This design comes from an exercise in tuning for small area, a short achievable clock period and few clock cycles on the open sky130 flow, not from production work.
Function was checked by simulation only, so behaviour that the tests miss may differ from the original.
Power figures rest on the tool's default switching activity, not on a simulated workload.

<file path="design/flow/design.v">
`timescale 1ns / 1ps
module pfx_add #(parameter W = 16) (
    input  [W-1:0] a,
    input  [W-1:0] b,
    input          cin,
    output [W-1:0] s,
    output         cout
);
    localparam L = (W + 1 > 32) ? 6 : (W + 1 > 16) ? 5 : (W + 1 > 8) ? 4 : (W + 1 > 4) ? 3 : 2;
    wire [W:0] g [0:L];
    wire [W:0] p [0:L];
    assign g[0] = {a & b, cin};
    assign p[0] = {a ^ b, 1'b0};
    genvar l, k;
    generate
        for (l = 0; l < L; l = l + 1) begin : lv
            for (k = 0; k <= W; k = k + 1) begin : bt
                if (((k >> l) & 1) == 1) begin : cmb
                    localparam integer J = ((k >> l) << l) - 1;
                    assign g[l+1][k] = g[l][k] | (p[l][k] & g[l][J]);
                    assign p[l+1][k] = p[l][k] & p[l][J];
                end else begin : pas
                    assign g[l+1][k] = g[l][k];
                    assign p[l+1][k] = p[l][k];
                end
            end
        end
    endgenerate
    assign s    = (a ^ b) ^ g[L][W-1:0];
    assign cout = g[L][W];
endmodule
`timescale 1ns / 1ps
module processor(
       input Clk,
       input Rst,
       output [31:0] IMemAddr,
       input  [31:0] IMemData,
       output [15:0] DMemAddr,
       output [31:0] DMemWData,
       output DMemWE,
       input  [31:0] DMemRData
    );
    integer i;
    reg  [9:0]  pc;
    reg  [31:0] ir;
    reg         d_v;
    reg  [10:0] d_pc1;      
    reg         d_pt;       
    reg         d_jf;       
    reg         d_jp;       
    reg  [11:0] d_jchk;     
    reg  [9:0]  ras;        
    reg         e_we, e_fl, e_st;
    reg         e_add, e_sub, e_or, e_and, e_xor, e_not, e_pb, e_ld;
    reg  [4:0]  e_rd;
    reg         e_br;       
    reg         e_pt;       
    reg  [3:0]  e_cc;
    reg  [9:0]  e_btgt;     
    reg  [31:0] e_a, e_b;       
    reg  [15:0] e_addr;
    reg  [31:0] d_s1, d_s2;   
    reg         d_b1, d_b2;   
    reg         fz, fn, fc, fv;
    reg  [31:0] rf [0:31];
    reg  [31:0] rfv;        
    assign IMemAddr  = {20'b0, pc, 2'b00};
    assign DMemAddr  = e_addr;
    assign DMemWData = e_b;
    assign DMemWE    = e_st;
    wire [31:0] bx  = e_b;
    wire [32:0] sum;
    pfx_add #(32) alu_add (.a(e_a), .b(bx), .cin(e_sub), .s(sum[31:0]), .cout(sum[32]));
    wire al_z = e_sub ? ((e_a ^ e_b) == 32'hFFFFFFFF) : ((e_a ^ e_b) == {e_a[30:0] | e_b[30:0], 1'b0});
    wire al_n = sum[31];
    wire al_c = sum[32] ^ e_sub;
    wire al_v = (e_a[31] == bx[31]) & (sum[31] != e_a[31]);
    wire [31:0] e_res = ({32{e_add}} & sum[31:0])
                      | ({32{e_or }} & (e_a | e_b))
                      | ({32{e_and}} & (e_a & e_b))
                      | ({32{e_xor}} & (e_a ^ e_b))
                      | ({32{e_not}} & ~e_a)
                      | ({32{e_pb }} & e_b)
                      | ({32{e_ld }} & DMemRData);
    wire [4:0] op   = ir[31:27];
    wire is_add = op == 5'd1;
    wire is_sub = op == 5'd2;
    wire is_or  = op == 5'd3;
    wire is_and = op == 5'd4;
    wire is_not = op == 5'd5;
    wire is_xor = op == 5'd6;
    wire is_cmp = op == 5'd7;
    wire is_b   = op == 5'd8;
    wire is_jmp = op == 5'd9;
    wire is_ld  = op == 5'd10;
    wire is_ldi = op == 5'd11;
    wire is_ldx = op == 5'd12;
    wire is_st  = op == 5'd13;
    wire is_stx = op == 5'd14;
    wire [4:0] rs1 = ir[21:17];
    wire [4:0] rb  = (is_st | is_stx) ? ir[26:22] : ir[15:11];
    wire [31:0] s1 = d_s1;
    wire [31:0] s2 = d_s2;
    reg  [31:0] r1, r2;
    always @* begin
        r1 = 32'b0;
        r2 = 32'b0;
        for (i = 0; i < 32; i = i + 1) begin
            r1 = r1 | ({32{s1[i]}} & rf[i]);
            r2 = r2 | ({32{s2[i]}} & rf[i]);
        end
    end
    wire byp1 = e_we & d_b1;
    wire byp2 = e_we & d_b2;
    wire [31:0] v1  = byp1 ? e_res : r1;
    wire [31:0] v2  = byp2 ? e_res : r2;
    wire [31:0] v1f = byp1 ? e_b : r1;
    wire stall = d_v & ~e_redir & ((is_jmp & ~d_jf) | is_ldx | is_stx) & byp1 & ~e_pb;
    wire z = e_fl ? al_z : fz;
    wire bfast = (ir[25:23] == 3'b000) | (ir[25:23] == 3'b011);
    wire taken = ((ir[25:23] == 3'b000) | z) ^ ir[26];
    reg  cbase;
    always @* begin
        case (e_cc[2:0])
            3'b000: cbase = 1'b1;
            3'b001: cbase = ~fc;
            3'b010: cbase = ~fv;
            3'b011: cbase = fz;
            3'b100: cbase = ~(fn ^ fv);
            3'b101: cbase = ~fz & ~(fn ^ fv);
            3'b110: cbase = ~fn;
            default: cbase = 1'b1;
        endcase
    end
    wire e_taken = (e_cc[2:0] != 3'b111) & (cbase ^ e_cc[3]);
    wire e_redir = e_br & (e_taken ^ e_pt);
    wire [9:0]  tgt_b = d_pc1[9:0] + ir[11:2];
    wire [11:0] jsum;
    pfx_add #(12) j_add (.a(v1f[11:0]), .b(ir[11:0]), .cin(1'b0), .s(jsum), .cout());
    wire [9:0]  tgt_j = jsum[11:2];
    wire redir_b = d_v & ~e_redir & is_b & bfast & (taken ^ d_pt);
    wire jp_ok   = d_jp & (v1f[11:0] == d_jchk);
    wire redir_j = d_v & ~e_redir & is_jmp & ~stall & ~d_jf & ~jp_ok;
    wire redirect = redir_b | redir_j;
    wire [10:0] pc_inc = {1'b0, pc} + 11'd1;
    wire       f_bt  = (IMemData[31:27] == 5'd8) & IMemData[22] &
                       (IMemData[25:23] != 3'b111) & (IMemData[26:23] != 4'b1000);
    wire [9:0] f_tgt;
    pfx_add #(10) bt_add (.a(pc), .b(IMemData[11:2]), .cin(1'b1), .s(f_tgt), .cout());
    wire        f_jmp  = IMemData[31:27] == 5'd9;
    wire        f_jf   = f_jmp & d_v & is_ldi & (IMemData[21:17] == ir[26:22]);
    wire        f_jp   = f_jmp & ~f_jf;
    wire [11:0] f_jtgt, f_jchk;
    pfx_add #(12) jf_add (.a(ir[11:0]), .b(IMemData[11:0]), .cin(1'b0), .s(f_jtgt), .cout());
    pfx_add #(12) jc_add (.a({ras, 2'b00}), .b(~IMemData[11:0]), .cin(1'b1), .s(f_jchk), .cout());
    wire [15:0] addr_sum;
    pfx_add #(16) a_add (.a((is_ldx | is_stx) ? v1f[15:0] : 16'b0), .b(ir[15:0]), .cin(1'b0), .s(addr_sum), .cout());
    wire [9:0]  pc_nxt = e_redir ? e_btgt :
                         redir_j ? tgt_j :
                         redir_b ? (d_pt ? d_pc1[9:0] : tgt_b) :
                         stall   ? pc    :
                         f_jf    ? f_jtgt[11:2] :
                         f_jp    ? ras   :
                         f_bt    ? f_tgt : pc_inc[9:0];
    wire dv = d_v & ~stall & ~e_redir;
    wire [31:0] nir   = stall ? ir : IMemData;
    wire        n_sst = (nir[31:27] == 5'd13) | (nir[31:27] == 5'd14);
    wire [4:0]  n_rs1 = nir[21:17];
    wire [4:0]  n_rb  = n_sst ? nir[26:22] : nir[15:11];
    wire [31:0] rfv_n = Rst ? 32'b0 : (rfv | ({31'b0, e_we} << e_rd));
    always @(posedge Clk) begin
        if (Rst) begin
            pc  <= 10'b0;
            d_v <= 1'b0;
            ras <= 10'b0;
        end else begin
            if (dv & is_jmp & ir[16])
                ras <= d_pc1[9:0];
            pc <= pc_nxt;
            if (e_redir)
                d_v <= 1'b0;
            else if (!stall)
                d_v <= ~redirect;
        end
        if (!stall) begin
            ir    <= IMemData;
            d_pc1 <= pc_inc;
            d_pt  <= f_bt;
            d_jf  <= f_jf;
            d_jp  <= f_jp;
            d_jchk <= f_jchk;
        end
        d_s1 <= (32'b1 << n_rs1) & rfv_n;
        d_s2 <= (32'b1 << n_rb)  & rfv_n;
        d_b1 <= ir[26:22] == n_rs1;
        d_b2 <= ir[26:22] == n_rb;
    end
    always @(posedge Clk) begin
        if (Rst) begin
            e_we <= 1'b0;
            e_fl <= 1'b0;
            e_st <= 1'b0;
            e_br <= 1'b0;
        end else begin
            e_br <= dv & is_b & ~bfast;
            e_we <= dv & (is_add | is_sub | is_or | is_and | is_not | is_xor |
                          is_ld | is_ldi | is_ldx | (is_jmp & ir[16]));
            e_fl <= dv & (is_add | is_sub | is_cmp);
            e_st <= dv & (is_st | is_stx);
        end
        e_add  <= is_add | is_sub | is_cmp;
        e_sub  <= is_sub | is_cmp;
        e_or   <= is_or;
        e_and  <= is_and;
        e_xor  <= is_xor;
        e_not  <= is_not;
        e_pb   <= is_ldi | is_jmp;
        e_ld   <= is_ld | is_ldx;
        e_rd   <= ir[26:22];
        e_cc   <= ir[26:23];
        e_pt   <= d_pt;
        e_btgt <= d_pt ? d_pc1[9:0] : tgt_b;
        e_a    <= v1;
        e_b    <= is_ldi ? {{10{ir[21]}}, ir[21:0]} :
                  is_jmp ? {19'b0, d_pc1, 2'b00} :
                  (is_st | is_stx) ? v2 :
                  (is_sub | is_cmp) ? ~(ir[16] ? {{16{ir[15]}}, ir[15:0]} : v2) :
                  ir[16] ? {{16{ir[15]}}, ir[15:0]} : v2;
        e_addr <= addr_sum;
    end
    always @(posedge Clk) begin
        if (Rst) begin
            fz <= 1'b0; fn <= 1'b0; fc <= 1'b0; fv <= 1'b0;
        end else if (e_fl) begin
            fz <= al_z; fn <= al_n; fc <= al_c; fv <= al_v;
        end
    end
    always @(posedge Clk) begin
        if (e_we)
            rf[e_rd] <= e_res;
        rfv <= rfv_n;
    end
endmodule
</file>
<file path="design/flow/flow/run.sh">
#!/bin/bash
set -euo pipefail
bash standard.sh SETUP_SLACK_MARGIN=8 TNS_END_PERCENT=100 finish > standard_flow.log 2>&1
</file>
<file path="design/flow/standard.sh">
#!/bin/bash
# synth_recipe.tcl (not shown) runs the flow's synth.tcl, then flattens the netlist and writes it again
# the make line also repeats each setting of config.mk as NAME=value (left out here)
make -C /OpenROAD-flow-scripts/flow DESIGN_CONFIG=/design/flow/config.mk WORK_HOME=/design/flow/orfs CLKGATE_MAP_FILE= SYNTH_SCRIPT=/design/flow/synth_recipe.tcl "${@:-finish}"
</file>
<file path="design/flow/config.mk">
export PLATFORM = sky130hd
export DESIGN_NAME = processor
export DESIGN_NICKNAME = processor
export VERILOG_FILES = /design/flow/design.v
export SDC_FILE = /design/flow/constraint.sdc
export NUM_CORES = 4
export LEC_CHECK = 0
export CAP_MARGIN = 20
export CORE_MARGIN = 2
export CORE_UTILIZATION = 30
export PLACE_DENSITY = 0.4
export SLEW_MARGIN = 20
</file>
<file path="design/flow/constraint.sdc">
create_clock -name core_clock -period 12.0 [get_ports {Clk}]
set_input_delay 2.4000 -clock core_clock [delete_from_list [all_inputs] [get_ports {Clk}]]
set_output_delay 2.4000 -clock core_clock [all_outputs]
set_load 0.01 [all_outputs]
</file>
==> flow_metrics.tcl, run 1 <==
set metrics [dict create \
    cp-start-kind "register" \
    leakagePower_nw 25.26 \
    worstHoldEndpoint "e_rd[0]$_DFF_P_" \
    wl_met3_microns 45540 \
    fin_worst_skew_ns 0.04520 \
    cts_tree "yes" \
    wl_microns 346700 \
    root_buffer "clkbuf_16" \
    overflow 0 \
    cts_sinks 1312 \
    netlist_top_cells_area "edfxtp_1 (54%), a22oi_1 (10%), dfxtp_1 (8.5%), ha_1 (2.7%), a221oi_1 (1.7%)" \
    grt_util_all_layers 0.3350 \
    fin_crit_sh 0.3774 \
    drt_iter0_drc 10644 \
    routed.top_layer "met5" \
    setup_violations 0 \
    r2r-end "e_b[31]$_DFF_P_" \
    clk_latency_ns 0.84 \
    die_h_microns 447.7 \
    dpl_cell_area_sq_um 64290 \
    synthesis.area_sq_um 59070 \
    place_hpwl_microns 199900 \
    comb_power_share 0.060 \
    ys_types 94 \
    htree_levels 4 \
    start_util 0.3023 \
    slowest_stage "fa_2" \
    dr_wl_met2_microns 147800 \
    worst_path_most_repeated_cell "a21oi_2" \
    rows 162 \
    multi_input_comb_area_sq_um 21990 \
    drive_above_1_share 0.1890 \
    critPathMaxFanout 3 \
    synthFlopType "edfxtp_1" \
    r2r-start "e_b[5]$_DFF_P_" \
    ant_nets 0 \
    slew_headroom 0.1570 \
    min_period_ns 4.529 \
    die_w_microns 447.7 \
    avgSynthCellArea_sq_um 12.70 \
    vias_per_cell 6.680 \
    p_int_w 0.008110 \
    areaGrowthSynthToFinish_pct 23.37 \
    final_common_cell "edfxtp_1" \
    core_sq_um 195400 \
    clkSlewWorstSetupHoldPaths_ns 0.06 \
    ys_warn_count 5 \
    drc 0 \
    die_area_sq_um 200500 \
    pwr-share-clk 0.465 \
    pwr-share-seq 0.474 \
    critPathArrivalTime_ns 5.29 \
    seq_area_sq_um 37120 \
    p_sw_w 0.002560 \
    grt_pass1_wl_microns 450900 \
    maxCapViolCount 0 \
    end_kind "register" \
    synth_top_area_frac 0.5393 \
    drtPass1Iterations 10 \
    cts_inserted_buffers 154 \
    synth-seq-cells 1312 \
    reg2reg_depth 18 \
    fin_setup_tns_ns 0 \
    hold_slack_ns 0.4450 \
    nets 5176 \
    n_fill_cell 18902 \
    finalWeightedCongestion 0.9276 \
    final_cell_mix "edfxtp_1 (1061), a22oi_1 (779), buf_4 (232)" \
    dpl_worst_slack_ns 6.437 \
    switching_share 0.2399 \
    cpPeakStageDelay_ns 0.47 \
    peakVddDrop_uv 154.6 \
    antenna_found_initial 23 \
    vias 51616 \
    m1WireLength_microns 129300 \
    min_from "ir[22]$_DFF_P_" \
    routedWlPerCell_microns 44.87 \
    min_delay_path_depth 0 \
    required_ns 12.76 \
    yosys.area.top_type "edfxtp_1" \
    status "timing/DRC/antenna clean" \
    grt_pass1_vias 48192 \
    worstHoldPathType "register to register" \
    worstMarginPinSlew_ns 1.265 \
    grt_max_degree 60 \
    critPathKind "register to register" \
    design_area_sq_um 72880 \
    r2r_slack_ns 7.47 \
    hold_violations 0 \
    io_buffers 124 \
    fmax_mhz 220.8 \
    cts_buffer_depth 3 \
    slew_violations 0 \
    layout_setup_ws_ns 7.471 \
    crit_chain "inv_4 > ha_4 > o21a_1 > o2111ai_2 > o211a_4 > or4_4 > a2111o_1 > a31oi_4 > a21oi_2 > o21bai_2 > fa_2 > a221o_1 > a211oi_4 > buf_6 > a22oi_2 > a21oi_2 > o22ai_1 > o21ai_1" \
    async_flop_share 0 \
    ys_seq_area_frac 0.6244 \
    io_pins 147 \
    pwr_density_cell_nw_per_um2 146.4 \
    syn_inst 4653 \
    synth_edf_count 1061 \
    rsz0062_at_grt "yes" \
]
-- per-layer routing --
metal,GRT usage,vias to the layer above
met5,0,-
met4,0.1889,8
met3,0.1105,1286
met2,0.4999,4721
met1,0.4251,26128
li1,-,19473
-- power groups by stage --
stage	clock network [W]	logic (W)	registers, W
after global placement	0	0.000564	0.00516
after CTS	0.00499	0.000598	0.00506
final	0.00497	0.000645	0.00506
after floorplan	0	0.000309	0.00513
after detailed placement	0	0.000562	0.00516
after global routing	0.00516	0.000685	0.00506
-- critical path, delay by kind of cell, from the launching register on --
kind / cells / cell delay (ns)
compound gates: 13 / 2.70
fa+ha+maj: 2 / 0.73
simple gates: 1 / 0.46
flops: 1 / 0.38
buf+inv: 2 / 0.20
-- layout make-up --
| type | instances | area share |
|---|---|---|
| timing repair buffer | 435 | 0.06141 |
| multi-input combinational | 2894 | 0.3018 |
| timing repair inverter | 11 | 0.001391 |
| clock inverter | 90 | 0.01490 |
| antenna | 14 | 0.0004807 |
| clock buffer | 193 | 0.05684 |
| sequential | 1312 | 0.5093 |
| inverter | 154 | 0.008841 |
| tap | 2624 | 0.04505 |
-- synth_stat cells, types with 23 or more instances --
cell,count
a21oi_1,168
edfxtp_1,1061
nor2_1,225
buf_1,54
ha_1,129
nand4_1,140
and3_1,81
dfxtp_1,251
nor4_1,62
a22oi_1,790
mux2i_1,44
o21ai_0,100
o211ai_1,39
a221oi_1,116
a21o_1,23
inv_1,151
buf_4,24
xor2_1,41
a22o_1,88
nor3_1,40
a222oi_1,62
nand2_1,153
xnor2_1,81
o22ai_1,30
clkbuf_1,228
nand3_1,154
-- logic make-up after synthesis --
| family | synth area share |
|---|---|
| AOI/OAI and AO/OA | 0.1946 |
| DFF | 0.6244 |
| and+or+nand+nor | 0.08591 |
| buffers and inverters | 0.03171 |
| adders and majority gates | 0.03376 |
| xor gates and xnor gates | 0.01809 |
| muxes | 0.01146 |
| other | 0.00006348 |
-- through the flow --
step / power (W) / instances / utilization
2_1_floorplan: 0.005439 / 4674 / -
5_1_grt: 0.01091 / 7716 / 0.3728
3_5_place_dp: 0.005723 / 7269 / 0.3290
3_3_place_gp: 0.005726 / 7267 / 0.3289
4_1_cts: 0.01065 / 7670 / 0.3679
6_report: 0.01067 / 7727 / 0.3730
-- registers in the layout, summed over array words and instances, names as in the netlist, 11 cells and up --
register and count:
e_addr 16, e_a 32, rf 1024, d_s2 32, d_pc1 11, e_b 32, d_s1 32, ir 32
rfv 32, d_jchk 11
-- what timing repair did --
item / CTS / global route
hold buffers: 0 / 0
hold endpoints to repair: 0 / 0
pin swaps: 51 / 51
gates cloned: 16 / 8
setup buffers: 102 / 34
resized for setup: 427 / 132
endpoints found under the setup margin: 421 / 406
-- how the worst max path moves through the flow --
| stage | from | slack, ns | cells past startpoint | to |
|---|---|---|---|---|
| 4_1_cts | e_b[4]$_DFF_P_ | 7.39 | 18 | e_b[31]$_DFF_P_ |
| 6_report | e_b[5]$_DFF_P_ | 7.47 | 18 | e_b[31]$_DFF_P_ |
| 5_1_grt | e_b[4]$_DFF_P_ | 7.32 | 18 | e_b[31]$_DFF_P_ |
| 3_3_place_gp | IMemData[3] | 6.38 | 15 | pc[8]$_SDFFE_PP0P_ |
| 3_5_place_dp | IMemData[3] | 6.44 | 14 | pc[7]$_SDFFE_PP0P_ |
| 2_1_floorplan | IMemData[3] | 7.60 | 13 | pc[7]$_SDFFE_PP0P_ |
Testbench counts, summed over its fixed seeds: cycles 110,310.
==> inputs of run 2 (changes only) <==
==> design/flow/flow/run.sh (replaced) <==
#!/bin/bash
set -euo pipefail
bash standard.sh SETUP_SLACK_MARGIN=7.5 finish > standard_flow.log 2>&1
==> run 2 against run 1 <==
Against the previous run: first-iteration DRC count down 5.5%; combinational power shrank 6.8%; core utilization decreased by 1.1 points; synthesized area unchanged; clock power decreased by 5.0%; final cell count decreased by 1.0%; global-route usage fell by 0.21 points; via count down 0.97%; total power decreased by 2.8%; critical path type unchanged; critical endpoint is now e_addr[13]$_DFF_P_.
==> flow_metrics.tcl, run 2 <==
set metrics [dict create \
    status "timing/DRC/antenna clean" \
    die_area_sq_um 200500 \
    die_w_microns 447.7 \
    rsz0062_at_grt "yes" \
    cts_buffer_depth 3 \
    largest_reg_flops 1024 \
    setup_violations 0 \
    grt_pass1_vias 47512 \
    netlist_top_cells_area "edfxtp_1 (54%), a22oi_1 (10%), dfxtp_1 (8.5%), ha_1 (2.7%), a221oi_1 (1.7%)" \
    start_util 0.3023 \
    overflow 0 \
    drive_above_1_share 0.1466 \
    die_h_microns 447.7 \
    synth_edf_count 1061 \
    crit_family "compound AO/OA/AOI/OAI gates" \
    finalWeightedCongestion 0.9376 \
    final_cells 7647 \
    critPathKind "register to register" \
    cp-start-kind "register" \
    avgSynthCellArea_sq_um 12.70 \
    cts_tree "yes" \
    min_delay_path_depth 0 \
    pwr_density_cell_nw_per_um2 146.5 \
    ant_nets 0 \
    core_sq_um 195400 \
    min_period_ns 4.498 \
    io_pins 147 \
    peakVddDrop_uv 144.5 \
    ys_types 94 \
    hold_violations 0 \
    place_hpwl_microns 201100 \
    critPathArrivalTime_ns 5.24 \
    syn_inst 4653 \
    fin_setup_tns_ns 0 \
    grt_max_degree 52 \
    clk_latency_ns 0.86 \
    maxCapViolCount 0 \
    cp.depth 18 \
    synthFlopType "edfxtp_1" \
    rows 162 \
    dpl.cell_count 7275 \
    cts_sinks 1312 \
    fmax_mhz 222.3 \
    crit_buf_inv 2 \
    cpPeakStageDelay_ns 0.49 \
    synthTopCellsByCount "edfxtp_1 (1061), a22oi_1 (790), dfxtp_1 (251), clkbuf_1 (228), nor2_1 (225)" \
    root_buffer "clkbuf_16" \
    antenna_found_initial 21 \
    synth-seq-cells 1312 \
    slew_violations 0 \
    p_total_w 0.01037 \
    worstMarginPinSlew_ns 1.313 \
    r2r_slack_ns 7.50 \
    leakagePower_nw 24.40 \
    drt_iter0_drc 10061 \
    grt_pass1_wl_microns 447700 \
    drc 0 \
    crit_chain "buf_6 > a22oi_1 > nand3_1 > nor4_4 > buf_4 > a22oi_1 > and2_1 > ha_1 > a21o_1 > a21o_1 > a21oi_2 > o21ai_2 > a41o_1 > o41a_1 > and2_4 > o21a_1 > nor2_1 > xnor2_1" \
    final_util 0.3623 \
    final_common_cell "edfxtp_1" \
    vias_per_cell 6.684 \
    required_ns 12.74 \
    grt_util_all_layers 0.3330 \
    dpl_worst_slack_ns 6.405 \
    fin_worst_skew_ns 0.05544 \
    wl_microns 345700 \
    async_flop_share 0 \
    drtPass1Iterations 12 \
    final_cell_mix "edfxtp_1 (1061), a22oi_1 (785), buf_4 (195)" \
    reg2reg_depth 18 \
    synthesis.area_sq_um 59070 \
    htree_levels 4 \
    routedWlPerCell_microns 45.21 \
    ys_warn_count 5 \
    end_kind "register" \
    io_buffers 124 \
    worstHoldPathType "register to register" \
    top_register "rf" \
    ys_seq_area_frac 0.6244 \
    critPathMaxFanout 23 \
    post-synth-top-count-cell "edfxtp_1" \
    cts_inserted_buffers 151 \
    nets 5096 \
    n_fill_cell 18945 \
    fin_crit_sh 0.3748 \
    synth_top_area_frac 0.5393 \
    vias 51116 \
    slowest_stage "dfxtp_2" \
    layout_setup_ws_ns 7.502 \
    clkSlewWorstSetupHoldPaths_ns 0.06 \
    areaGrowthSynthToFinish_pct 19.85 \
    slew_headroom 0.1245 \
    yosys.area.top_type "edfxtp_1" \
]
==> run 2: cell counts after synthesis <==
Identical to the previous run, type by type.
==> run 2: power breakdown <==
part | internal (W) | switching, W | total [W]
sequential | 0.00499 | 0.0000631 | 0.00506
clock | 0.00266 | 0.00205 | 0.00472
combinational | 0.000204 | 0.000397 | 0.000601
total | 0.00786 | 0.00251 | 0.0104
==> run 2: worst reg2reg max path, stage by stage, from the launching register on <==
cell	delay (ns)
dfxtp_2	0.49
buf_6	0.40
a22oi_1	0.22
nand3_1	0.14
nor4_4	0.28
buf_4	0.23
a22oi_1	0.16
and2_1	0.20
ha_1	0.21
a21o_1	0.17
a21o_1	0.22
a21oi_2	0.22
o21ai_2	0.11
a41o_1	0.27
o41a_1	0.45
and2_4	0.23
o21a_1	0.17
nor2_1	0.12
xnor2_1	0.13
==> run 2: cells by family (layout without fill, tap and decap cells) <==
group | Yosys count | count (layout) | share of synthesized area
buffers and inverters | 470 | 803 | 0.03171
AOI/OAI and AO/OA | 1559 | 1559 | 0.1946
muxes | 63 | 63 | 0.01146
other | 1 | 37 | 0.00006348
xor gates and xnor gates | 122 | 122 | 0.01809
DFF | 1312 | 1312 | 0.6244
and+or+nand+nor | 978 | 979 | 0.08591
adders and majority gates | 148 | 148 | 0.03376
==> run 2: layout make-up <==
class,instances,area (sq um),area share
Timing Repair Buffer,368,3567,0.05039
Timing Repair inverter,2,22.52,0.0003181
Clock inverter,78,814.5,0.01151
Sequential cell,1312,37050,0.5233
Tap cell,2624,3283,0.04637
Clock buffer,201,4100,0.05791
Multi-Input combinational cell,2893,21330,0.3013
Inverter,154,593.1,0.008377
Antenna cell,15,37.54,0.0005302
==> run 2: final timing paths <==
check | start | end
max reg2reg | d_s1[25]$_DFF_P_ | e_addr[13]$_DFF_P_
min | ir[22]$_DFF_P_ | e_rd[0]$_DFF_P_
max | d_s1[25]$_DFF_P_ | e_addr[13]$_DFF_P_
min reg2reg | ir[22]$_DFF_P_ | e_rd[0]$_DFF_P_
==> run 2: layer usage <==
layer  global-route usage  up-vias  share of wire
li1                     -    19304              -
met4               0.1661       14          0.060
met1               0.4336    26155           0.38
met2               0.4957     4569           0.43
met5                    0        -        0.00036
met3               0.1070     1074           0.13
==> run 2: repair_timing <==
| action | in CTS | in global routing |
|---|---|---|
| cloned | 1 | 8 |
| hold endpoints to repair | 0 | 0 |
| hold buffers | 0 | 0 |
| resized for setup | 132 | 118 |
| endpoints found under the setup margin | 157 | 145 |
| setup buffers | 26 | 40 |
| pin swaps | 25 | 16 |
==> run 2: stage by stage <==
stage	hold WS [ns]	instance area [sq um]
6_report	0.4927	70800
2_1_floorplan	0.3290	59200
3_3_place_gp	0.4789	64070
5_1_grt	0.5126	70770
3_5_place_dp	0.4707	64070
4_1_cts	0.4921	69770
==> inputs of run 3 (changes only) <==
==> design/flow/flow/run.sh (replaced) <==
#!/bin/bash
set -euo pipefail
bash standard.sh SETUP_SLACK_MARGIN=8 finish > standard_flow.log 2>&1
--- a/design/flow/config.mk
+++ b/design/flow/config.mk
@@ -11,2 +11,4 @@
 export PLACE_DENSITY = 0.4
 export SLEW_MARGIN = 20
+export SYNTH_HIERARCHICAL = 1
+export SYNTH_MINIMUM_KEEP_SIZE = 0
==> run 3 against run 2 <==
Against the previous run: still clean on timing, DRC and antenna; first-iteration DRC count fell by 2.6%; synthesized area rose by 2.5%; clock skew fell by 0.022 ns.
==> flow_metrics.tcl, run 3 <==
set metrics [dict create \
    status "timing/DRC/antenna clean" \
    ant_nets 0 \
    synthesis.area_sq_um 60530 \
    pwr-share-seq 0.490 \
    dr_wl_met2_microns 150300 \
    routedWlPerCell_microns 44.49 \
    fin_setup_tns_ns 0 \
    cp-start-kind "register" \
    critPathMaxFanout 17 \
    crit_chain "buf_6 > buf_6 > a22o_1 > a221oi_1 > and3_2 > a31oi_4 > ha_1 > a21o_1 > a311oi_2 > nor2_1 > a221o_1 > xor2_1 > a2111o_1 > a31o_1" \
    syn_inst 4761 \
    final_cell_mix "edfxtp_1 (1062), a22oi_1 (826), buf_4 (236)" \
    grt_util_all_layers 0.3300 \
    rsz0062_at_grt "yes" \
    crit_family "compound AO/OA/AOI/OAI gates" \
    cts_sinks 1313 \
    pwr_density_cell_nw_per_um2 139.1 \
    vias_per_cell 6.636 \
    finalWeightedCongestion 0.8991 \
    r2r_slack_ns 7.77 \
    grt_pass1_vias 48961 \
    p_sw_w 0.002532 \
    min_period_ns 4.227 \
    start_util 0.3026 \
    leakagePower_nw 26.12 \
    r2r-end "pc[9]$_SDFFE_PP0P_" \
    areaGrowthSynthToFinish_pct 22.81 \
    slew_violations 0 \
    root_buffer "clkbuf_16" \
    die_h_microns 453.2 \
    fin_worst_skew_ns 0.03370 \
    setup_violations 0 \
    crit_buf_inv 2 \
    routed.top_layer "met5" \
    die_area_sq_um 205400 \
    dpl.cell_count 7403 \
    wl_microns 350200 \
    critPathArrivalTime_ns 4.93 \
    reg2reg_depth 14 \
    avgSynthCellArea_sq_um 12.71 \
    worstHoldEndpoint "pc[8]$_SDFFE_PP0P_" \
    core_sq_um 200100 \
    vias 52239 \
    antenna_found_initial 13 \
    hold_violations 0 \
    layout_setup_ws_ns 7.773 \
    grt_max_degree 61 \
    required_ns 12.70 \
    m1WireLength_microns 131600 \
    drc 0 \
    io_pins 147 \
    slowest_stage "buf_6" \
    drive_above_1_share 0.1972 \
    ys_warn_count 11 \
    end_kind "register" \
    cts_tree "yes" \
    worst_path_most_repeated_cell "buf_6" \
    peakVddDrop_uv 145.2 \
    ctsHoldBuffers 0 \
    comb_power_share 0.062 \
    final_cells 7872 \
    worstHoldPathType "register to register" \
    grt_pass1_wl_microns 457400 \
    place_hpwl_microns 203000 \
    fin_crit_sh 0.3523 \
    dpl_worst_slack_ns 6.332 \
    largest_reg_flops 1024 \
    r2r-start "d_s1[14]$_DFF_P_" \
    htree_levels 4 \
    die_w_microns 453.2 \
    overflow 0 \
    clk_latency_ns 0.84 \
    cts_buffer_depth 3 \
    nets 5338 \
    pwr-share-clk 0.448 \
    min_from "e_btgt[8]$_DFF_P_" \
    top_register "rf" \
    final_common_cell "edfxtp_1" \
    maxCapViolCount 0 \
    fmax_mhz 236.6 \
    min_delay_path_depth 2 \
    critPathKind "register to register" \
    cpPeakStageDelay_ns 0.44 \
    p_int_w 0.007807 \
    cts_inserted_buffers 149 \
    drt_iter0_drc 9795 \
    wl_met3_microns 43940 \
    switching_share 0.2449 \
    rows 164 \
    io_buffers 124 \
    clkSlewWorstSetupHoldPaths_ns 0.06 \
    slew_headroom 0.1605 \
    worstMarginPinSlew_ns 1.259 \
    drtPass1Iterations 10 \
]
[run 3: worst max-delay path by stage]
stage                           from  cells past startpoint            endpoint  slack (ns)
finish              d_s1[14]$_DFF_P_                     14  pc[9]$_SDFFE_PP0P_        7.77
global placement         IMemData[6]                     14  pc[8]$_SDFFE_PP0P_        6.31
CTS                     IMemData[10]                     11  pc[9]$_SDFFE_PP0P_        7.81
floorplan                IMemData[3]                     11  pc[7]$_SDFFE_PP0P_        7.20
detailed placement       IMemData[3]                     14  pc[8]$_SDFFE_PP0P_        6.33
global route            IMemData[10]                     11  pc[9]$_SDFFE_PP0P_        7.75
[run 3: worst reg2reg max path, cell delays in order, from the launching register on]
cell and delay [ns]:
dfxtp_2 0.32, buf_6 0.37, buf_6 0.47, a22o_1 0.23
a221oi_1 0.05, and3_2 0.25, a31oi_4 0.36, ha_1 0.38
a21o_1 0.23, a311oi_2 0.27, nor2_1 0.09, a221o_1 0.36
xor2_1 0.15, a2111o_1 0.37, a31o_1 0.21
[run 3: per-stage QoR]
step	total power, W	area (sq um)	hold WS (ns)	utilization
floorplan	0.005466	60850	0.3290	-
global placement	0.005750	65580	0.4509	0.3278
detailed placement	0.005752	65670	0.4546	0.3282
CTS	0.01034	73240	0.4530	0.3661
global route	0.01059	74320	0.4695	0.3715
finish	0.01034	74340	0.4530	0.3716
[run 3: metal layers]
layer / GRT usage / vias up
met2: 0.4946 / 4578
met1: 0.4198 / 26581
met5: 0 / -
li1: - / 19927
met4: 0.1837 / 12
met3: 0.1050 / 1141
[run 3: layout make-up]
type	count	area, sq um
clock inverters	81	812.0
repair buffers	454	4825
repair inverters	11	82.58
multi-input cells	2931	23170
inverters	224	895.9
flip-flops and latches	1313	37170
clock buffers	194	4031
well taps	2656	3323
diodes	8	20.02
fillers	19271	125700
[run 3: power groups by stage]
stage | combinational (W) | sequential (W) | clock (W)
2_1_floorplan | 0.000337 | 0.00513 | 0
3_3_place_gp | 0.000578 | 0.00517 | 0
3_5_place_dp | 0.000580 | 0.00517 | 0
4_1_cts | 0.000608 | 0.00507 | 0.00466
5_1_grt | 0.000686 | 0.00507 | 0.00483
6_report | 0.000637 | 0.00507 | 0.00463
[run 3: what timing repair did]
| item | in CTS | in global routing |
|---|---|---|
| gates resized for setup | 497 | 166 |
| pin swaps | 50 | 80 |
| setup buffers | 114 | 46 |
| endpoints found under the setup margin | 834 | 545 |
| cloned | 17 | 6 |
==> inputs of run 4 (changes only) <==
==> design/flow/flow/run.sh (replaced) <==
#!/bin/bash
set -euo pipefail
bash standard.sh SETUP_SLACK_MARGIN=7.8 finish > standard_flow.log 2>&1
==> run 4 against run 3 <==
Against the previous run: routed wire length shrank 0.38%; clock skew shrank 0.0017 ns; combinational power fell by 4.7%; critical path depth is 3 lower; die area unchanged; synthesized cell count stayed put; via count decreased by 0.90%; non-clock buffer count is 52 lower; critical path type is now input port to register.
==> flow_metrics.tcl, run 4 <==
set metrics [dict create \
    cp-start-kind "input port" \
    cts_tree "yes" \
    largest_reg_flops 1024 \
    final_common_cell "edfxtp_1" \
    fin_setup_tns_ns 0 \
    htree_levels 4 \
    multi_input_comb_area_sq_um 22640 \
    p_int_w 0.007763 \
    drt_iter0_drc 9798 \
    grt_util_all_layers 0.3281 \
    grt_pass1_wl_microns 454300 \
    worstMarginPinSlew_ns 1.421 \
    cp.depth 11 \
    cts_buffer_depth 3 \
    vias_per_cell 6.630 \
    status "timing/DRC/antenna clean" \
    n_fill_cell 19302 \
    core_sq_um 200100 \
    cts_inserted_buffers 149 \
    io_buffers 124 \
    fin_crit_sh 0.3640 \
    leakagePower_nw 25.75 \
    grt_pass1_vias 48324 \
    grt_max_degree 79 \
    critPathKind "input port to register" \
    fin_worst_skew_ns 0.03196 \
    min_delay_path_depth 2 \
    fmax_mhz 228.9 \
    pwr_density_cell_nw_per_um2 140.7 \
    setup_violations 0 \
    ant_nets 0 \
    pwr-share-seq 0.493 \
    root_buffer "clkbuf_16" \
    critPathMaxFanout 4 \
    top_register "rf" \
    end_kind "register" \
    maxCapViolCount 0 \
    crit_chain "clkdlybuf4s50_1 > ha_1 > a2111o_1 > nor3_1 > o211ai_1 > or2_2 > o211ai_1 > nand2_1 > o211a_1 > a2111o_1 > a31o_1" \
    ctsHoldBuffers 0 \
    crit_family "compound AO/OA/AOI/OAI gates" \
    routedWlPerCell_microns 44.67 \
    nets 5282 \
    start_util 0.3026 \
    required_ns 12.71 \
    drtPass1Iterations 10 \
    min_period_ns 4.368 \
    overflow 0 \
    slew_violations 0 \
    pwr-share-clk 0.448 \
    avgSynthCellArea_sq_um 12.71 \
    cpPeakStageDelay_ns 0.48 \
    clk_latency_ns 0.84 \
    synthesis.area_sq_um 60530 \
    drc 0 \
    clkSlewWorstSetupHoldPaths_ns 0.06 \
    slowest_stage "clkdlybuf4s50_1" \
    final_cells 7809 \
    drive_above_1_share 0.1672 \
    areaGrowthSynthToFinish_pct 20.56 \
    rows 164 \
    syn_inst 4761 \
    die_w_microns 453.2 \
    reg2reg_depth 14 \
    hold_violations 0 \
    dpl.cell_count 7402 \
    rsz0062_at_grt "yes" \
    final_cell_mix "edfxtp_1 (1062), a22oi_1 (829), inv_1 (214)" \
    wl_microns 348900 \
    io_pins 147 \
    die_h_microns 453.2 \
    antenna_found_initial 16 \
    peakVddDrop_uv 97.17 \
    comb_power_share 0.059 \
    finalWeightedCongestion 0.9184 \
    critPathArrivalTime_ns 5.07 \
    p_sw_w 0.002501 \
    switching_share 0.2436 \
    seq_area_sq_um 37160 \
    worstHoldPathType "register to register" \
    vias 51771 \
    die_area_sq_um 205400 \
    ys_warn_count 11 \
    place_hpwl_microns 201200 \
    cts_sinks 1313 \
    crit_buf_inv 1 \
    slew_headroom 0.05270 \
]
[run 4: final cells by class]
type	count	share of cell area
flip-flops and latches	1313	0.5092
multi-input cells	2933	0.3103
repair buffers	402	0.05687
clock buffers	197	0.05583
well taps	2656	0.04554
inverters	224	0.01200
clock inverters	71	0.009499
repair inverters	5	0.0004801
diodes	8	0.0002743
[run 4: layer usage]
layer,GRT usage,part of all wire
met5,0.001399,0.00030
met4,0.1940,0.074
met3,0.09869,0.13
met2,0.4919,0.43
met1,0.4166,0.37
[run 4: power by group through the flow]
stage | clock [W] | combinational [W] | sequential (W)
floorplan | 0 | 0.000334 | 0.00513
global route | 0.00479 | 0.000652 | 0.00507
global placement | 0 | 0.000577 | 0.00516
finish | 0.00460 | 0.000607 | 0.00506
CTS | 0.00463 | 0.000587 | 0.00506
detailed placement | 0 | 0.000577 | 0.00516
[run 4: per-stage QoR]
stage | util | setup slack [ns] | area [sq um] | hold WS (ns) | total power [W]
3_5_place_dp | 0.3278 | 6.333 | 65580 | 0.4574 | 0.005741
2_1_floorplan | - | 7.198 | 60770 | 0.3290 | 0.005464
5_1_grt | 0.3647 | 7.533 | 72960 | 0.4822 | 0.01051
6_report | 0.3647 | 7.632 | 72970 | 0.4592 | 0.01026
3_3_place_gp | 0.3274 | 6.334 | 65510 | 0.4546 | 0.005741
4_1_cts | 0.3604 | 7.591 | 72100 | 0.4559 | 0.01028
[run 4: path summary, 6_finish.rpt]
check,startpoint,to,slack (ns)
worst min-delay path,e_btgt[6]$_DFF_P_,pc[6]$_SDFFE_PP0P_,0.46
worst max register to register,d_s1[25]$_DFF_P_,pc[9]$_SDFFE_PP0P_,7.66
worst min register to register,e_btgt[6]$_DFF_P_,pc[6]$_SDFFE_PP0P_,0.46
worst max-delay path,IMemData[10],pc[9]$_SDFFE_PP0P_,7.63
[run 4: timing repair]
action	4_1_cts	5_1_grt
setup endpoints to repair	534	473
pin swaps	37	39
setup buffers	67	44
cloned	12	5
resized for setup	321	116
[run 4: worst reg2reg max path: cells and delay by family, from the launching register on]
family	cells	cell delay [ns]
flops	1	0.59
simple gates	2	0.26
compound gates	8	2.14
xor+xnor	1	0.17
fa+ha+maj	1	0.37
buf+inv	2	0.70
==> inputs of run 5 (changes only) <==
==> design/flow/flow/run.sh (replaced) <==
#!/bin/bash
set -euo pipefail
bash standard.sh SETUP_SLACK_MARGIN=8.3 finish > standard_flow.log 2>&1
==> run 5 against run 4 <==
Against the previous run: clock skew about the same; sequential power about the same; fmax up 4.9%; routed wire length up 3.3%; sequential cell count unchanged; die area unchanged; synthesized area unchanged; sequential share of layout area down 2.9 points; core utilization up 2.3 points; total power up 3.8%; final cell count up 3.1%; largest power group unchanged.
==> flow_metrics.tcl, run 5 <==
set metrics [dict create \
    min_delay_path_depth 2 \
    grt_pass1_wl_microns 469000 \
    die_w_microns 453.2 \
    maxCapViolCount 0 \
    leakagePower_nw 27.34 \
    crit_chain "buf_8 > clkinv_4 > fa_2 > nor2b_4 > o2111a_2 > o211a_1 > or3_4 > fa_2 > or2_4 > o211ai_1 > nand2_1 > o211ai_1 > a311oi_1" \
    setup_violations 0 \
    areaGrowthSynthToFinish_pct 28.19 \
    fin_setup_tns_ns 0 \
    vias_per_cell 6.679 \
    slew_violations 0 \
    fin_worst_skew_ns 0.03173 \
    wl_microns 360300 \
    cts_buffer_depth 3 \
    slowest_stage "fa_2" \
    vias 53791 \
    design_area_sq_um 77590 \
    reg2reg_depth 14 \
    fmax_mhz 240.2 \
    syn_inst 4761 \
    final_cell_mix "edfxtp_1 (1062), a22oi_1 (805), buf_4 (349)" \
    place_hpwl_microns 202600 \
    p_sw_w 0.002560 \
    cpPeakStageDelay_ns 0.45 \
    dpl_cell_area_sq_um 65740 \
    cts_tree "yes" \
    pwr-share-clk 0.456 \
    worstHoldPathType "register to register" \
    rsz0062_at_grt "yes" \
    finalWeightedCongestion 0.8984 \
    critPathKind "input port to register" \
    clkSlewWorstSetupHoldPaths_ns 0.06 \
    ant_nets 0 \
    pwr-share-seq 0.475 \
    hold_violations 0 \
    fin_crit_sh 0.3469 \
    htree_levels 4 \
    end_kind "register" \
    rows 164 \
    overflow 0 \
    cts_inserted_buffers 148 \
    nets 5520 \
    ctsHoldBuffers 0 \
    drtPass1Iterations 7 \
    status "timing/DRC/antenna clean" \
    p_int_w 0.008089 \
    drc 0 \
    core_sq_um 200100 \
    slew_headroom 0.1174 \
    io_buffers 124 \
    root_buffer "clkbuf_16" \
    cts_sinks 1313 \
    top_register "rf" \
    critPathArrivalTime_ns 4.82 \
    cp-start-kind "input port" \
    io_pins 147 \
    start_util 0.3026 \
    die_h_microns 453.2 \
    synthesis.area_sq_um 60530 \
    pwr_density_cell_nw_per_um2 137.2 \
    drt_iter0_drc 10150 \
    peakVddDrop_uv 93.31 \
    grt_pass1_vias 50165 \
    final_common_cell "edfxtp_1" \
    clk_latency_ns 0.84 \
    avgSynthCellArea_sq_um 12.71 \
    grt_util_all_layers 0.3389 \
    antenna_found_initial 26 \
    routedWlPerCell_microns 44.73 \
    grt_max_degree 61 \
    ys_warn_count 11 \
    die_area_sq_um 205400 \
    min_period_ns 4.162 \
    final_util 0.3878 \
    required_ns 12.66 \
    comb_power_share 0.069 \
    largest_reg_flops 1024 \
    drive_above_1_share 0.2612 \
    worstMarginPinSlew_ns 1.324 \
    critPathMaxFanout 4 \
    switching_share 0.2404 \
]
[run 5: cell types whose count changed in the layout (fill, tap and decap cells not counted), sizes merged, moves of 12 or more]
| cell | previous run | this run |
|---|---|---|
| buf | 272 | 547 |
| clkinvlp | 16 | 63 |
| dlygate4sd2 | 44 | 7 |
| clkdlybuf4s50 | 68 | 37 |
| inv | 227 | 210 |
| bufbuf | 9 | 22 |
| bufinv | 7 | 19 |
[run 5: through the flow]
stage          power [W]  cells  hold WS (ns)  setup WS [ns]
2_1_floorplan   0.005470   4789        0.3290          7.241
3_3_place_gp    0.005756   7398        0.4595          6.350
3_5_place_dp    0.005755   7403        0.4550          6.372
4_1_cts          0.01062   7961        0.4560          7.876
5_1_grt          0.01089   8045        0.4751          7.727
6_report         0.01065   8054        0.4489          7.838
[run 5: timing repair]
action | in CTS | in global routing
gates resized for setup | 988 | 216
pin swaps | 141 | 129
hold endpoints to repair | 0 | 0
gates cloned | 40 | 12
setup endpoints to repair | 1011 | 714
buffers inserted | 247 | 68
[run 5: path summary, 6_finish.rpt]
kind                            slack (ns)                  to               from
worst max-delay path                  7.84  pc[7]$_SDFFE_PP0P_        IMemData[2]
worst max register to register        8.00  pc[9]$_SDFFE_PP0P_    e_we$_SDFF_PP0_
worst min-delay path                  0.45  pc[5]$_SDFFE_PP0P_  e_btgt[5]$_DFF_P_
worst min register to register        0.45  pc[5]$_SDFFE_PP0P_  e_btgt[5]$_DFF_P_
[run 5: critical path: cells and delay by family]
kind,cells,cell delay [ns]
AOI/OAI and AO/OA,5,0.89
adders and majority gates,2,0.68
buffers and inverters,2,0.13
and+or+nand+nor,4,0.71
[run 5: power groups by stage]
stage | registers (W) | clock network [W] | logic [W]
finish | 0.00505 | 0.00486 | 0.000739
global route | 0.00506 | 0.00505 | 0.000790
CTS | 0.00505 | 0.00489 | 0.000677
detailed placement | 0.00517 | 0 | 0.000588
global placement | 0.00517 | 0 | 0.000587
floorplan | 0.00513 | 0 | 0.000340
[run 5: cell type report]
| class | count | area [sq um] |
|---|---|---|
| sequential | 1313 | 37240 |
| inverter | 224 | 945.9 |
| multi-input combinational | 2932 | 23960 |
| tap | 2656 | 3323 |
| timing repair inverter | 28 | 210.2 |
| clock inverter | 81 | 1005 |
| timing repair buffer | 619 | 6815 |
| fill | 18901 | 122500 |
| antenna | 11 | 27.53 |
| clock buffer | 190 | 4060 |
[run 5: layer usage]
layer / wire (microns) / vias up / GRT usage
met4: 25430 / 20 / 0.1909
met3: 45760 / 1219 / 0.1035
li1: - / 20338 / -
met2: 154000 / 4669 / 0.5086
met5: 161 / - / 0
met1: 134900 / 27545 / 0.4325
==> inputs of run 6 (changes only) <==
--- a/design/flow/design.v
+++ b/design/flow/design.v
@@ -62,4 +62,9 @@
     reg  [31:0] d_s1, d_s2;   
     reg         d_b1, d_b2;   
+    reg         d_w1, d_w2;   
+    reg         e_fa, e_fb;   
+    reg         w_we;
+    reg  [4:0]  w_rd;
+    reg  [31:0] w_res;
     reg         fz, fn, fc, fv;
     reg  [31:0] rf [0:31];
@@ -67,20 +72,21 @@
     assign IMemAddr  = {20'b0, pc, 2'b00};
     assign DMemAddr  = e_addr;
-    assign DMemWData = e_b;
+    assign DMemWData = eb;
     assign DMemWE    = e_st;
-    wire [31:0] bx  = e_b;
+    wire [31:0] ea  = e_fa ? w_res : e_a;
+    wire [31:0] eb  = e_fb ? (e_sub ? ~w_res : w_res) : e_b;
     wire [32:0] sum;
-    pfx_add #(32) alu_add (.a(e_a), .b(bx), .cin(e_sub), .s(sum[31:0]), .cout(sum[32]));
-    wire al_z = e_sub ? ((e_a ^ e_b) == 32'hFFFFFFFF) : ((e_a ^ e_b) == {e_a[30:0] | e_b[30:0], 1'b0});
+    pfx_add #(32) alu_add (.a(ea), .b(eb), .cin(e_sub), .s(sum[31:0]), .cout(sum[32]));
+    wire al_z = e_sub ? ((ea ^ eb) == 32'hFFFFFFFF) : ((ea ^ eb) == {ea[30:0] | eb[30:0], 1'b0});
     wire al_n = sum[31];
     wire al_c = sum[32] ^ e_sub;
-    wire al_v = (e_a[31] == bx[31]) & (sum[31] != e_a[31]);
-    wire [31:0] e_res = ({32{e_add}} & sum[31:0])
-                      | ({32{e_or }} & (e_a | e_b))
-                      | ({32{e_and}} & (e_a & e_b))
-                      | ({32{e_xor}} & (e_a ^ e_b))
-                      | ({32{e_not}} & ~e_a)
-                      | ({32{e_pb }} & e_b)
-                      | ({32{e_ld }} & DMemRData);
+    wire al_v = (ea[31] == eb[31]) & (sum[31] != ea[31]);
+    wire [31:0] e_alu = ({32{e_add}} & sum[31:0])
+                      | ({32{e_or }} & (ea | eb))
+                      | ({32{e_and}} & (ea & eb))
+                      | ({32{e_xor}} & (ea ^ eb))
+                      | ({32{e_not}} & ~ea)
+                      | ({32{e_pb }} & eb);
+    wire [31:0] e_res = e_ld ? DMemRData : e_alu;
     wire [4:0] op   = ir[31:27];
     wire is_add = op == 5'd1;
@@ -113,7 +119,9 @@
     wire byp1 = e_we & d_b1;
     wire byp2 = e_we & d_b2;
-    wire [31:0] v1  = byp1 ? e_res : r1;
-    wire [31:0] v2  = byp2 ? e_res : r2;
-    wire [31:0] v1f = byp1 ? e_b : r1;
+    wire wb1 = w_we & d_w1;
+    wire wb2 = w_we & d_w2;
+    wire [31:0] v1d = wb1 ? w_res : r1;
+    wire [31:0] v2d = wb2 ? w_res : r2;
+    wire [31:0] v1f = byp1 ? e_b : v1d;
     wire stall = d_v & ~e_redir & ((is_jmp & ~d_jf) | is_ldx | is_stx) & byp1 & ~e_pb;
     wire z = e_fl ? al_z : fz;
@@ -164,9 +172,15 @@
                          f_bt    ? f_tgt : pc_inc[9:0];
     wire dv = d_v & ~stall & ~e_redir;
+    wire        b_reg = ~is_ldi & ~is_jmp & (is_st | is_stx | ~ir[16]);
+    wire        b_inv = is_sub | is_cmp;
+    wire [31:0] sx16  = {{16{ir[15]}}, ir[15:0]};
+    wire [31:0] b_imm = is_ldi ? {{10{ir[21]}}, ir[21:0]} :
+                        is_jmp ? {19'b0, d_pc1, 2'b00} :
+                        b_inv  ? ~sx16 : sx16;
     wire [31:0] nir   = stall ? ir : IMemData;
     wire        n_sst = (nir[31:27] == 5'd13) | (nir[31:27] == 5'd14);
     wire [4:0]  n_rs1 = nir[21:17];
     wire [4:0]  n_rb  = n_sst ? nir[26:22] : nir[15:11];
-    wire [31:0] rfv_n = Rst ? 32'b0 : (rfv | ({31'b0, e_we} << e_rd));
+    wire [31:0] rfv_n = Rst ? 32'b0 : (rfv | ({31'b0, w_we} << w_rd));
     always @(posedge Clk) begin
         if (Rst) begin
@@ -195,4 +209,6 @@
         d_b1 <= ir[26:22] == n_rs1;
         d_b2 <= ir[26:22] == n_rb;
+        d_w1 <= e_rd == n_rs1;
+        d_w2 <= e_rd == n_rb;
     end
     always @(posedge Clk) begin
@@ -221,10 +237,8 @@
         e_pt   <= d_pt;
         e_btgt <= d_pt ? d_pc1[9:0] : tgt_b;
-        e_a    <= v1;
-        e_b    <= is_ldi ? {{10{ir[21]}}, ir[21:0]} :
-                  is_jmp ? {19'b0, d_pc1, 2'b00} :
-                  (is_st | is_stx) ? v2 :
-                  (is_sub | is_cmp) ? ~(ir[16] ? {{16{ir[15]}}, ir[15:0]} : v2) :
-                  ir[16] ? {{16{ir[15]}}, ir[15:0]} : v2;
+        e_a    <= v1d;
+        e_fa   <= byp1;
+        e_b    <= b_reg ? (b_inv ? ~v2d : v2d) : b_imm;
+        e_fb   <= byp2 & b_reg;
         e_addr <= addr_sum;
     end
@@ -237,6 +251,12 @@
     end
     always @(posedge Clk) begin
-        if (e_we)
-            rf[e_rd] <= e_res;
+        if (Rst)
+            w_we <= 1'b0;
+        else
+            w_we <= e_we;
+        w_rd  <= e_rd;
+        w_res <= e_res;
+        if (w_we)
+            rf[w_rd] <= w_res;
         rfv <= rfv_n;
     end
==> design/flow/flow/run.sh (replaced) <==
#!/bin/bash
set -euo pipefail
bash standard.sh SETUP_SLACK_MARGIN=8 TNS_END_PERCENT=100 finish > standard_flow.log 2>&1
--- a/design/flow/config.mk
+++ b/design/flow/config.mk
@@ -11,4 +11,2 @@
 export PLACE_DENSITY = 0.4
 export SLEW_MARGIN = 20
-export SYNTH_HIERARCHICAL = 1
-export SYNTH_MINIMUM_KEEP_SIZE = 0
==> run 6 against run 5 <==
Against the previous run: still clean on timing, DRC and antenna; sequential share of layout area is 1.7 points higher; first-iteration DRC count is 2.7% higher; clock skew is 0.014 ns higher; sequential cell count is 41 higher; final cell count is 0.76% higher; cell area is 1.8% lower; die area is 0.68% higher; core utilization is 1.1 points lower; non-clock buffer count is 72 lower; hold slack worse by 0.024 ns; critical path type is now register to primary output; largest cell class unchanged.
==> flow_metrics.tcl, run 6 <==
set metrics [dict create \
    final_util 0.3772 \
    finalWeightedCongestion 0.8954 \
    hold_violations 0 \
    cp-start-kind "register" \
    wl_microns 357000 \
    pwr_density_cell_nw_per_um2 142.6 \
    grt_pass1_vias 50286 \
    use_met2 0.4749 \
    ctsHoldBuffers 0 \
    ys_types 86 \
    leakagePower_nw 27.23 \
    htree_levels 4 \
    critPathKind "register to primary output" \
    grt_util_all_layers 0.3359 \
    syn_inst 4913 \
    synthFlopType "edfxtp_1" \
    yosys.area.top_type "edfxtp_1" \
    die_area_sq_um 206800 \
    startpoint "e_sub$_DFF_P_" \
    vias_per_cell 6.569 \
    n_fill_cell 19283 \
    fmax_mhz 218.7 \
    use_met1 0.4557 \
    top_register "rf" \
    die_h_microns 454.7 \
    vias 53305 \
    fin_setup_tns_ns 0 \
    final_cells 8115 \
    final_common_cell "edfxtp_1" \
    synth-seq-cells 1354 \
    start_util 0.3015 \
    drive_above_1_share 0.1978 \
    rsz0062_at_grt "yes" \
    cts_tree "yes" \
    place_hpwl_microns 201800 \
    drtPass1Iterations 9 \
    slew_headroom 0.1262 \
    grt_max_degree 63 \
    overflow 0 \
    min_from "e_rd[0]$_DFF_P_" \
    antenna_found_initial 17 \
    setup_violations 0 \
    pwr-share-clk 0.449 \
    avgSynthCellArea_sq_um 12.40 \
    p_sw_w 0.002684 \
    largest_reg_flops 1024 \
    critPathMaxFanout 6 \
    worstMarginPinSlew_ns 1.311 \
    pwr-share-seq 0.480 \
    routedWlPerCell_microns 43.99 \
    drc 0 \
    cts_buffer_depth 3 \
    synth_edf_count 1061 \
    ys_warn_count 5 \
    synthesis.area_sq_um 60940 \
    io_pins 147 \
    slew_violations 0 \
    end_kind "primary output" \
    core_sq_um 202100 \
    cts_inserted_buffers 158 \
    p_int_w 0.008188 \
    min_delay_path_depth 0 \
    io_buffers 124 \
    r2r-start "e_sub$_DFF_P_" \
    grt_pass1_wl_microns 467400 \
    peakVddDrop_uv 164.1 \
    async_flop_share 0 \
    drt_iter0_drc 10424 \
    switching_share 0.2469 \
    worstHoldPathType "register to register" \
    synth_top_area_frac 0.5228 \
    clkSlewWorstSetupHoldPaths_ns 0.06 \
    rows 165 \
    status "timing/DRC/antenna clean" \
    nets 5515 \
    ys_seq_area_frac 0.6190 \
    final_cell_mix "edfxtp_1 (1061), a22oi_1 (701), buf_4 (301)" \
    use_met3 0.09522 \
    min_period_ns 4.572 \
    dpl.cell_count 7581 \
    required_ns 9.60 \
    comb_power_share 0.070 \
    die_w_microns 454.7 \
    fin_crit_sh 0.3810 \
    top_usage_layer "met2" \
    netlist_top_cells_area "edfxtp_1 (52%), dfxtp_1 (9.6%), a22oi_1 (8.6%), ha_1 (2.6%), a21oi_1 (2.0%)" \
    ant_nets 0 \
    cts_sinks 1354 \
    critPathArrivalTime_ns 2.17 \
    maxCapViolCount 0 \
    areaGrowthSynthToFinish_pct 25.09 \
    post-synth-top-count-cell "edfxtp_1" \
    reg2reg_depth 21 \
    synthTopCellsByCount "edfxtp_1 (1061), a22oi_1 (701), nor2_1 (303), dfxtp_1 (293), clkbuf_1 (255)" \
    root_buffer "clkbuf_16" \
    fin_worst_skew_ns 0.04601 \
    clk_latency_ns 0.87 \
    p_total_w 0.01087 \
]
[run 6: timing repair]
item,CTS,global route
cloned,20,2
pin swaps,87,72
endpoints found under the setup margin,176,114
gates resized for setup,677,110
setup buffers,177,32
[run 6: cell type report]
class,count,area [sq um],share of cell area
diodes,12,30.03,0.0003939
inverters,170,653.1,0.008567
well taps,2672,3343,0.04386
clock inverters,81,839.6,0.01101
clock buffers,209,4310,0.05654
flip-flops and latches,1354,37910,0.4973
repair buffers,547,5959,0.07817
multi-input cells,3070,23190,0.3042
[run 6: path summary, 6_finish.rpt]
check	end	slack, ns
setup / recovery	DMemWData[30]	7.43
hold / removal	w_rd[0]$_DFF_P_	0.42
setup reg to reg	pc[7]$_SDFFE_PP0P_	7.54
hold reg to reg	w_rd[0]$_DFF_P_	0.42
[run 6: routing by layer]
| layer | vias up | wire length, microns |
|---|---|---|
| met1 | 27168 | 141800 |
| li1 | 20363 | - |
| met2 | 4652 | 145400 |
| met5 | - | 76 |
| met3 | 1116 | 44030 |
| met4 | 6 | 25740 |
[run 6: worst max-delay path, cell delays in order, from the launching register on]
cell     delay [ns]
dfxtp_4        0.41
buf_6          0.14
buf_12         0.11
buf_16         0.15
xnor2_4        0.13
a21oi_4        0.21
buf_6          0.15
[run 6: kinds of logic (layout without fill, tap and decap cells)]
family	count (synthesis)	count (layout)	share of synthesized area
compound gates	1551	1551	0.1870
flops	1354	1354	0.6190
simple gates	1089	1089	0.08871
buf+inv	510	1007	0.03293
xor+xnor	173	173	0.02486
fa+ha+maj	148	148	0.03272
mux	87	87	0.01468
other cells	1	34	0.00006153
[run 6: stage by stage]
| stage | cell area [sq um] | hold slack [ns] | worst slack (ns) |
|---|---|---|---|
| global route | 76220 | 0.4323 | 7.409 |
| floorplan | 61340 | 0.3290 | 7.099 |
| finish | 76230 | 0.4247 | 7.428 |
| detailed placement | 66240 | 0.4196 | 6.037 |
| global placement | 66230 | 0.4168 | 5.992 |
| CTS | 75400 | 0.4247 | 7.486 |
[run 6: power by group through the flow]
| stage | registers (W) | clock network [W] | logic [W] |
|---|---|---|---|
| finish | 0.00522 | 0.00489 | 0.000763 |
| global route | 0.00523 | 0.00508 | 0.000811 |
| CTS | 0.00522 | 0.00491 | 0.000722 |
| detailed placement | 0.00533 | 0 | 0.000618 |
| global placement | 0.00533 | 0 | 0.000620 |
| floorplan | 0.00534 | 0 | 0.000308 |
Testbench counts of run 6, summed over its fixed seeds: cycles 110,310.
==> inputs of run 7 (changes only) <==
--- a/design/flow/design.v
+++ b/design/flow/design.v
@@ -77,5 +77,5 @@
     wire [31:0] eb  = e_fb ? (e_sub ? ~w_res : w_res) : e_b;
     wire [32:0] sum;
-    pfx_add #(32) alu_add (.a(ea), .b(eb), .cin(e_sub), .s(sum[31:0]), .cout(sum[32]));
+    assign sum = {1'b0, ea} + {1'b0, eb} + {32'b0, e_sub};
     wire al_z = e_sub ? ((ea ^ eb) == 32'hFFFFFFFF) : ((ea ^ eb) == {ea[30:0] | eb[30:0], 1'b0});
     wire al_n = sum[31];
@@ -163,5 +163,5 @@
     pfx_add #(12) jc_add (.a({ras, 2'b00}), .b(~IMemData[11:0]), .cin(1'b1), .s(f_jchk), .cout());
     wire [15:0] addr_sum;
-    pfx_add #(16) a_add (.a((is_ldx | is_stx) ? v1f[15:0] : 16'b0), .b(ir[15:0]), .cin(1'b0), .s(addr_sum), .cout());
+    assign addr_sum = ((is_ldx | is_stx) ? v1f[15:0] : 16'b0) + ir[15:0];
     wire [9:0]  pc_nxt = e_redir ? e_btgt :
                          redir_j ? tgt_j :
==> run 7 against run 6 <==
Against the previous run: highest routed layer unchanged; routed wire length about the same; critical path depth unchanged; core utilization is 0.16 points lower; worst setup slack worse by 0.051 ns; global-route usage shrank 0.85 points; critical path type unchanged; first-iteration DRC count is 0.76% lower; clock power decreased by 1%; synthesized area is 1.6% higher.
==> flow_metrics.tcl, run 7 <==
set metrics [dict create \
    rows 166 \
    slowest_stage "dfxtp_4" \
    vias_per_cell 6.589 \
    synth_top_area_frac 0.5144 \
    crit_chain "buf_6 > buf_16 > buf_12 > xnor2_4 > a21oi_4 > buf_6" \
    async_flop_share 0 \
    final_cell_mix "edfxtp_1 (1061), a22oi_1 (620), nor2_1 (304)" \
    nets 5604 \
    root_buffer "clkbuf_16" \
    antenna_found_initial 14 \
    p_int_w 0.008160 \
    switching_share 0.2459 \
    r2r-start "e_sub$_DFF_P_" \
    ant_nets 0 \
    wl_microns 356700 \
    comb_power_share 0.071 \
    clkSlewWorstSetupHoldPaths_ns 0.06 \
    final_common_cell "edfxtp_1" \
    r2r-end "pc[8]$_SDFFE_PP0P_" \
    areaGrowthSynthToFinish_pct 24.33 \
    drt_iter0_drc 10345 \
    p_sw_w 0.002661 \
    cpPeakStageDelay_ns 0.50 \
    status "timing/DRC/antenna clean" \
    synth-seq-cells 1354 \
    grt_util_all_layers 0.3274 \
    ctsHoldBuffers 0 \
    worstMarginPinSlew_ns 1.273 \
    cts_buffer_depth 3 \
    core_sq_um 205000 \
    setup_violations 0 \
    vias 54138 \
    synthTopCellsByCount "edfxtp_1 (1061), a22oi_1 (621), nor2_1 (342), dfxtp_1 (293), a21oi_1 (271)" \
    ys_seq_area_frac 0.6092 \
    synthFlopType "edfxtp_1" \
    ys_warn_count 3 \
    cp-start-kind "register" \
    reg2reg_depth 15 \
    die_w_microns 458.4 \
    maxCapViolCount 0 \
    crit_buf_inv 4 \
    cts_tree "yes" \
    slew_headroom 0.1460 \
    cts_inserted_buffers 156 \
    syn_inst 5020 \
    drc 0 \
    drtPass1Iterations 9 \
    pwr-share-seq 0.483 \
    min_period_ns 4.623 \
    r2r_slack_ns 7.39 \
    crit_family "buffers and inverters" \
    die_area_sq_um 210100 \
    cp.depth 6 \
    peakVddDrop_uv 147.1 \
    largest_reg_flops 1024 \
    leakagePower_nw 26.57 \
    overflow 0 \
    netlist_top_cells_area "edfxtp_1 (51%), dfxtp_1 (9.5%), a22oi_1 (7.5%), ha_1 (2.6%), a221oi_1 (2.4%)" \
    critPathKind "register to primary output" \
    worstHoldPathType "register to register" \
    fin_worst_skew_ns 0.05967 \
    synth_edf_count 1061 \
    grt_pass1_wl_microns 466900 \
    post-synth-top-count-cell "edfxtp_1" \
    grt_max_degree 74 \
    finalWeightedCongestion 0.9073 \
    fin_setup_tns_ns 0 \
    start_util 0.3021 \
    io_pins 147 \
    drive_above_1_share 0.1988 \
    fmax_mhz 216.3 \
    top_register "rf" \
    ys_types 97 \
    io_buffers 124 \
    routedWlPerCell_microns 43.41 \
    avgSynthCellArea_sq_um 12.34 \
    pwr-share-clk 0.446 \
    die_h_microns 458.4 \
    dpl_worst_slack_ns 6.050 \
    hold_violations 0 \
    clk_latency_ns 0.84 \
    fin_crit_sh 0.3852 \
    pwr_density_cell_nw_per_um2 140.5 \
    rsz0062_at_grt "yes" \
    slew_violations 0 \
    end_kind "primary output" \
    place_hpwl_microns 205000 \
    startpoint "e_sub$_DFF_P_" \
    dpl.cell_count 7690 \
    required_ns 9.60 \
    endpoint "DMemWData[19]" \
    cts_sinks 1354 \
    critPathMaxFanout 6 \
    layout_setup_ws_ns 7.377 \
    htree_levels 4 \
    yosys.area.top_type "edfxtp_1" \
    synthesis.area_sq_um 61930 \
    final_cells 8217 \
    worst_path_most_repeated_cell "buf_6" \
    grt_pass1_vias 51191 \
    critPathArrivalTime_ns 2.22 \
]
run 7: cell count changes after synthesis, sizes merged, moves of 28 or more:
cell	change
a221oi	+36
a22o	+28
a22oi	-80
nor2	+42
a21oi	+32
nand2	-33
run 7: worst min-delay path by stage:
stage	start	to	slack, ns	depth (start not counted)
5_1_grt	e_rd[0]$_DFF_P_	w_rd[0]$_DFF_P_	0.43	0
3_5_place_dp	e_rd[0]$_DFF_P_	w_rd[0]$_DFF_P_	0.40	0
6_report	e_rd[0]$_DFF_P_	w_rd[0]$_DFF_P_	0.42	0
2_1_floorplan	e_cc[0]$_DFF_P_	w_rd[1]$_DFF_P_	0.33	0
4_1_cts	e_rd[0]$_DFF_P_	w_rd[0]$_DFF_P_	0.42	0
3_3_place_gp	e_rd[0]$_DFF_P_	w_rd[0]$_DFF_P_	0.40	0
run 7: final cells by class:
| type | instances | area, sq um |
|---|---|---|
| sequential | 1354 | 37920 |
| clock buffer | 201 | 4207 |
| clock inverter | 84 | 869.6 |
| timing repair buffer | 544 | 5664 |
| tap | 2688 | 3363 |
| inverter | 156 | 618.1 |
| antenna | 6 | 15.01 |
| multi-input combinational | 3184 | 24340 |
| fill | 19656 | 128000 |
run 7: cells by family after synthesis:
kind of cell | after synthesis | share of synthesized area
adder cells (fa/ha/maj) | 142 | 0.03026
buffers and inverters | 505 | 0.03319
multiplexers | 102 | 0.01855
XOR/XNOR | 166 | 0.02348
AND/OR/NAND/NOR | 1124 | 0.09154
flip-flops | 1354 | 0.6092
other | 1 | 0.00006055
AO/OA/AOI/OAI | 1626 | 0.1938
run 7: worst register-to-register path, cell delays in order, from the launching register on:
cell	delay, ns
dfxtp_4	0.50
buf_16	0.21
xnor2_4	0.10
a21oi_4	0.19
inv_2	0.06
fa_2	0.58
o211ai_1	0.10
or4_1	0.51
or4_4	0.44
nor4_4	0.33
a31oi_1	0.14
buf_4	0.22
o31ai_4	0.11
mux2_4	0.43
mux2_2	0.30
o221a_2	0.27
run 7: metrics by stage:
stage | hold slack [ns] | util | total power, W | area, sq um
2_1_floorplan | 0.3258 | - | 0.005653 | 62270
3_3_place_gp | 0.3980 | 0.3273 | 0.005962 | 67090
3_5_place_dp | 0.4002 | 0.3276 | 0.005960 | 67160
4_1_cts | 0.4176 | 0.3665 | 0.01079 | 75120
5_1_grt | 0.4296 | 0.3756 | 0.01108 | 76990
6_report | 0.4177 | 0.3756 | 0.01082 | 77000
run 7: power groups by stage:
stage / sequential [W] / combinational [W] / clock (W)
global placement: 0.00534 / 0.000626 / 0
floorplan: 0.00534 / 0.000316 / 0
finish: 0.00523 / 0.000765 / 0.00482
detailed placement: 0.00533 / 0.000625 / 0
CTS: 0.00523 / 0.000698 / 0.00487
global route: 0.00524 / 0.000813 / 0.00503
run 7: repair_timing:
| action | CTS | global route |
|---|---|---|
| setup endpoints to repair | 183 | 136 |
| gates resized for setup | 535 | 199 |
| cloned | 12 | 4 |
| buffers inserted | 138 | 81 |
| pin swaps | 72 | 79 |
run 7: metal layers:
layer,share of wire,track usage,vias up
met4,0.069,0.1756,2
met3,0.12,0.07933,1100
met1,0.39,0.4451,27524
met2,0.42,0.4794,4656
met5,0.000050,0,-
li1,-,-,20856
Testbench counts of run 7, summed over its fixed seeds: cycles 110,310.

re-timing with driven ports:
In the flow no input, the clock included, has a driving cell. The finished layouts below were timed again as built, in two steps.
Step 1, drivers: a clkbuf_16 drives Clk and a buf_2 each remaining input, both assumed.
Step 2 times the ports against the registers' clock, not the clock port: input delays grow and output delays shrink by t, the midpoint of the rising clock arrivals with the driver on.
Slacks: ideal ports / drivers / drivers and shift; pairs: ideal ports / drivers.
run | t (ns) | setup slack, ns
run 1 | 0.914 | 7.471 / 7.471 / 7.053
run 2 | 0.916 | 7.502 / 7.502 / 6.803
run 3 | 0.913 | 7.773 / 7.773 / 6.981
run 4 | 0.907 | 7.632 / 7.664 / 6.791
run 5 | 0.909 | 7.838 / 7.882 / 6.973
run 6 | 0.936 | 7.428 / 7.342 / 6.768
run 7 | 0.907 | 7.377 / 7.282 / 6.674
After both steps every run listed still meets setup and hold.
